This design comes from an exercise in tuning for small area and a short achievable clock period on the open sky130 flow, not from production work. RTL that was checked went through simulation tests only; none was proved equivalent to the original.

==> run X <==
==> flow/design.v <==
module caesar_cipher (
   input            clk
  ,input            rst_n
  ,input            ptxt_valid
  ,input            mode
  ,input            key_shift_dir_1
  ,input            key_shift_dir_3
  ,input      [4:0] key_shift_num_1
  ,input      [4:0] key_shift_num_3
  ,input      [7:0] ptxt_char
  ,output reg [7:0] ctxt_char
  ,output reg       err_invalid_key_shift_num
  ,output reg       err_invalid_ptxt_char
  ,output reg       ctx_ready
);
  wire [4:0] k1 = key_shift_num_1;
  wire [4:0] k3 = key_shift_num_3;
  wire [4:0] p  = ptxt_char[4:0];
  wire letter = (ptxt_char[7:6] == 2'b01) && (p != 5'd0) && (p <= 5'd26);
  wire ok = ptxt_valid && letter && (k1 <= 5'd26) && (k3 <= 5'd26) && (k1 != k3);
  wire sg = mode ^ key_shift_dir_1 ^ key_shift_dir_3;
  wire w  = ({1'b0,k1} + {1'b0,k3}) >= 6'd27;
  function [3:0] kres(input [4:0] k, input gate, input neg);
    reg [3:0] m;
    begin
      m = gate ? 4'd0 : (k >= 5'd26) ? 4'd0 : (k >= 5'd13) ? k - 5'd13 : k[3:0];
      kres = (neg && m != 4'd0) ? 4'd13 - m : m;
    end
  endfunction
  wire [3:0] a = kres(k1, key_shift_dir_3, sg);
  wire [3:0] b = kres(k3, key_shift_dir_1, sg);
  wire [5:0] ab = {2'b0,a} + {2'b0,b} - {5'd0, w & ~sg};
  wire [3:0] th = ab[5] ? ab[3:0] + 4'd13 : (ab >= 6'd13) ? ab[3:0] - 4'd13 : ab[3:0];
  wire [5:0] x = {1'b0,p} + {1'b0,th,w};
  wire [4:0] r = (x > 6'd26) ? x[4:0] + 5'd6 : x[4:0];
  always @(posedge clk or negedge rst_n)
    if (!rst_n) begin
      ctx_ready <= 1'b0; ctxt_char <= 8'h00;
      err_invalid_key_shift_num <= 1'b0; err_invalid_ptxt_char <= 1'b0;
    end else if (!ok) begin
      ctx_ready <= 1'b0; ctxt_char <= 8'h00;
      err_invalid_key_shift_num <= 1'b1; err_invalid_ptxt_char <= 1'b1;
    end else begin
      ctx_ready <= 1'b1; ctxt_char <= {2'b01, ptxt_char[5], r};
      err_invalid_key_shift_num <= 1'b0; err_invalid_ptxt_char <= 1'b0;
    end
endmodule
==> flow/flow/run.sh <==
#!/bin/bash
# Own layout flow: the standard ORFS flow, with two changes:
#  - synthesis maps the logic with an area-oriented ABC script (flow/abc_area.script)
#    instead of ORFS's, everything else in synthesis unchanged (same registers, names, cells);
#  - port buffers are sky130_fd_sc_hd__buf_1 (every input and output port still gets one).
set -euo pipefail
W=$(pwd)
cp flow/abc_area.script "$W/my_abc.script"

# Synthesis script: synth_recipe.tcl, with yosys's abc command wrapped so that it uses our script.
{
  cat <<TCL
rename abc my_yosys_abc
proc abc {args} {
  set i [lsearch -exact \$args -script]
  if {\$i >= 0} { lset args [expr {\$i + 1}] $W/my_abc.script }
  set j [lsearch -exact \$args -D]
  if {\$j >= 0} { lset args [expr {\$j + 1}] 14000 }
  my_yosys_abc {*}\$args
}
TCL
  cat synth_recipe.tcl
} > my_synth.tcl

echo "export BUFFER_PORTS_ARGS = -buffer_cell sky130_fd_sc_hd__buf_1" >> config.mk

sed "s#SYNTH_SCRIPT=[^ ]*#SYNTH_SCRIPT=$W/my_synth.tcl#" standard.sh > my_standard.sh
bash my_standard.sh finish > flow_make.log 2>&1
==> flow/flow/abc_area.script <==
strash
&get -n
&fraig -x
&put
dc2
strash
&get -n
&dch -f
&nf -R 1000
&put
topo
stime -c
==> flow/standard.sh <==
#!/bin/bash
# synth_recipe.tcl (not shown) runs the flow's synth.tcl, then flattens the netlist and writes it again
# the make line also repeats each setting of config.mk as NAME=value (left out here)
make -C /OpenROAD-flow-scripts/flow DESIGN_CONFIG=/design/flow/config.mk WORK_HOME=/design/flow/orfs CLKGATE_MAP_FILE= SYNTH_SCRIPT=/design/flow/synth_recipe.tcl "${@:-finish}"
==> flow/config.mk <==
export PLATFORM = sky130hd
export DESIGN_NAME = caesar_cipher
export DESIGN_NICKNAME = caesar_cipher
export VERILOG_FILES = /design/flow/design.v
export SDC_FILE = /design/flow/constraint.sdc
export NUM_CORES = 4
export LEC_CHECK = 0
export CAP_MARGIN = 20
export CORE_MARGIN = 2
export CORE_UTILIZATION = 40
export CTS_BUF_LIST = sky130_fd_sc_hd__clkbuf_1 sky130_fd_sc_hd__clkbuf_2
export SLEW_MARGIN = 20
export BUFFER_PORTS_ARGS = -buffer_cell sky130_fd_sc_hd__buf_1
==> flow/constraint.sdc <==
create_clock -name core_clock -period 14.0 [get_ports {clk}]
set_input_delay 2.8000 -clock core_clock [delete_from_list [all_inputs] [get_ports {clk}]]
set_output_delay 2.8000 -clock core_clock [all_outputs]
set_load 0.01 [all_outputs]
==> run F: changes against run X <==
--- a/flow/design.v
+++ b/flow/design.v
@@ -19,19 +19,12 @@
   wire letter = (ptxt_char[7:6] == 2'b01) && (p != 5'd0) && (p <= 5'd26);
   wire ok = ptxt_valid && letter && (k1 <= 5'd26) && (k3 <= 5'd26) && (k1 != k3);
+  wire w = ({1'b0,k1} + {1'b0,k3}) >= 6'd27;
+  wire [5:0] y = (key_shift_dir_3 ? 6'd0 : {1'b0,k1}) + (key_shift_dir_1 ? 6'd0 : {1'b0,k3});
+  wire [7:0] v = {1'b0,y,1'b0} - {7'd0,w};
+  wire [4:0] vm = (v[7]) ? 5'd25 : (v % 8'd26);
   wire sg = mode ^ key_shift_dir_1 ^ key_shift_dir_3;
-  wire w  = ({1'b0,k1} + {1'b0,k3}) >= 6'd27;
-  function [3:0] kres(input [4:0] k, input gate, input neg);
-    reg [3:0] m;
-    begin
-      m = gate ? 4'd0 : (k >= 5'd26) ? 4'd0 : (k >= 5'd13) ? k - 5'd13 : k[3:0];
-      kres = (neg && m != 4'd0) ? 4'd13 - m : m;
-    end
-  endfunction
-  wire [3:0] a = kres(k1, key_shift_dir_3, sg);
-  wire [3:0] b = kres(k3, key_shift_dir_1, sg);
-  wire [5:0] ab = {2'b0,a} + {2'b0,b} - {5'd0, w & ~sg};
-  wire [3:0] th = ab[5] ? ab[3:0] + 4'd13 : (ab >= 6'd13) ? ab[3:0] - 4'd13 : ab[3:0];
-  wire [5:0] x = {1'b0,p} + {1'b0,th,w};
-  wire [4:0] r = (x > 6'd26) ? x[4:0] + 5'd6 : x[4:0];
+  wire [4:0] t = (sg && vm != 0) ? 5'd26 - vm : vm;
+  wire [5:0] c = {1'b0,p} + {1'b0,t};
+  wire [4:0] r = (c > 6'd26) ? c - 6'd26 : c[4:0];
   always @(posedge clk or negedge rst_n)
     if (!rst_n) begin
==> flow/run.sh (new file) <==
#!/bin/bash
# synth_recipe.tcl (not shown) runs the flow's synth.tcl, then flattens the netlist and writes it again
# the make line also repeats each setting of config.mk as NAME=value (left out here)
make -C /OpenROAD-flow-scripts/flow DESIGN_CONFIG=/design/flow/config.mk WORK_HOME=/design/flow/orfs CLKGATE_MAP_FILE= SYNTH_SCRIPT=/design/flow/synth_recipe.tcl finish
--- a/flow/config.mk
+++ b/flow/config.mk
@@ -9,5 +9,3 @@
 export CORE_MARGIN = 2
 export CORE_UTILIZATION = 40
-export CTS_BUF_LIST = sky130_fd_sc_hd__clkbuf_1 sky130_fd_sc_hd__clkbuf_2
 export SLEW_MARGIN = 20
-export BUFFER_PORTS_ARGS = -buffer_cell sky130_fd_sc_hd__buf_1
removed: flow/flow/run.sh
removed: flow/flow/abc_area.script
removed: flow/standard.sh
==> qor summary <==
| metric | run X | run F |
|---|---|---|
| Number of warnings reported in the yosys synthesis log | 1 | 1 |
| Status | did not finish | no timing/DRC/antenna violations |
| Failing step | synthesis | - |
Only the layout flow was run in run X; the RTL was not checked for function there.

[what the ideal ports hide]
Ports are ideal in the flow. The routed layout listed here was re-timed in OpenROAD.
Step 1 assumes that a clkbuf_16 drives the clock port and a buf_2 every other input.
Step 2 moves the port delays by t, midway between the first and last clock arrival at a register: inputs arrive t later, outputs are due t later. That takes back most of the time a late clock gives input paths.
a / b / c = ideal ports / drivers / drivers and shift; a / b = the first two.
run: run F
shift t [ns]: 0.243
setup WS [ns]: 3.928 / 3.927 / 3.684
worst setup path after step 2: input to register
worst slew at a driven data input, ns: 0.04
After both steps setup and hold are still met in run F. For run F, drivers alone change the setup slack by -0.001 ns; drivers and shift together by -0.244 ns.
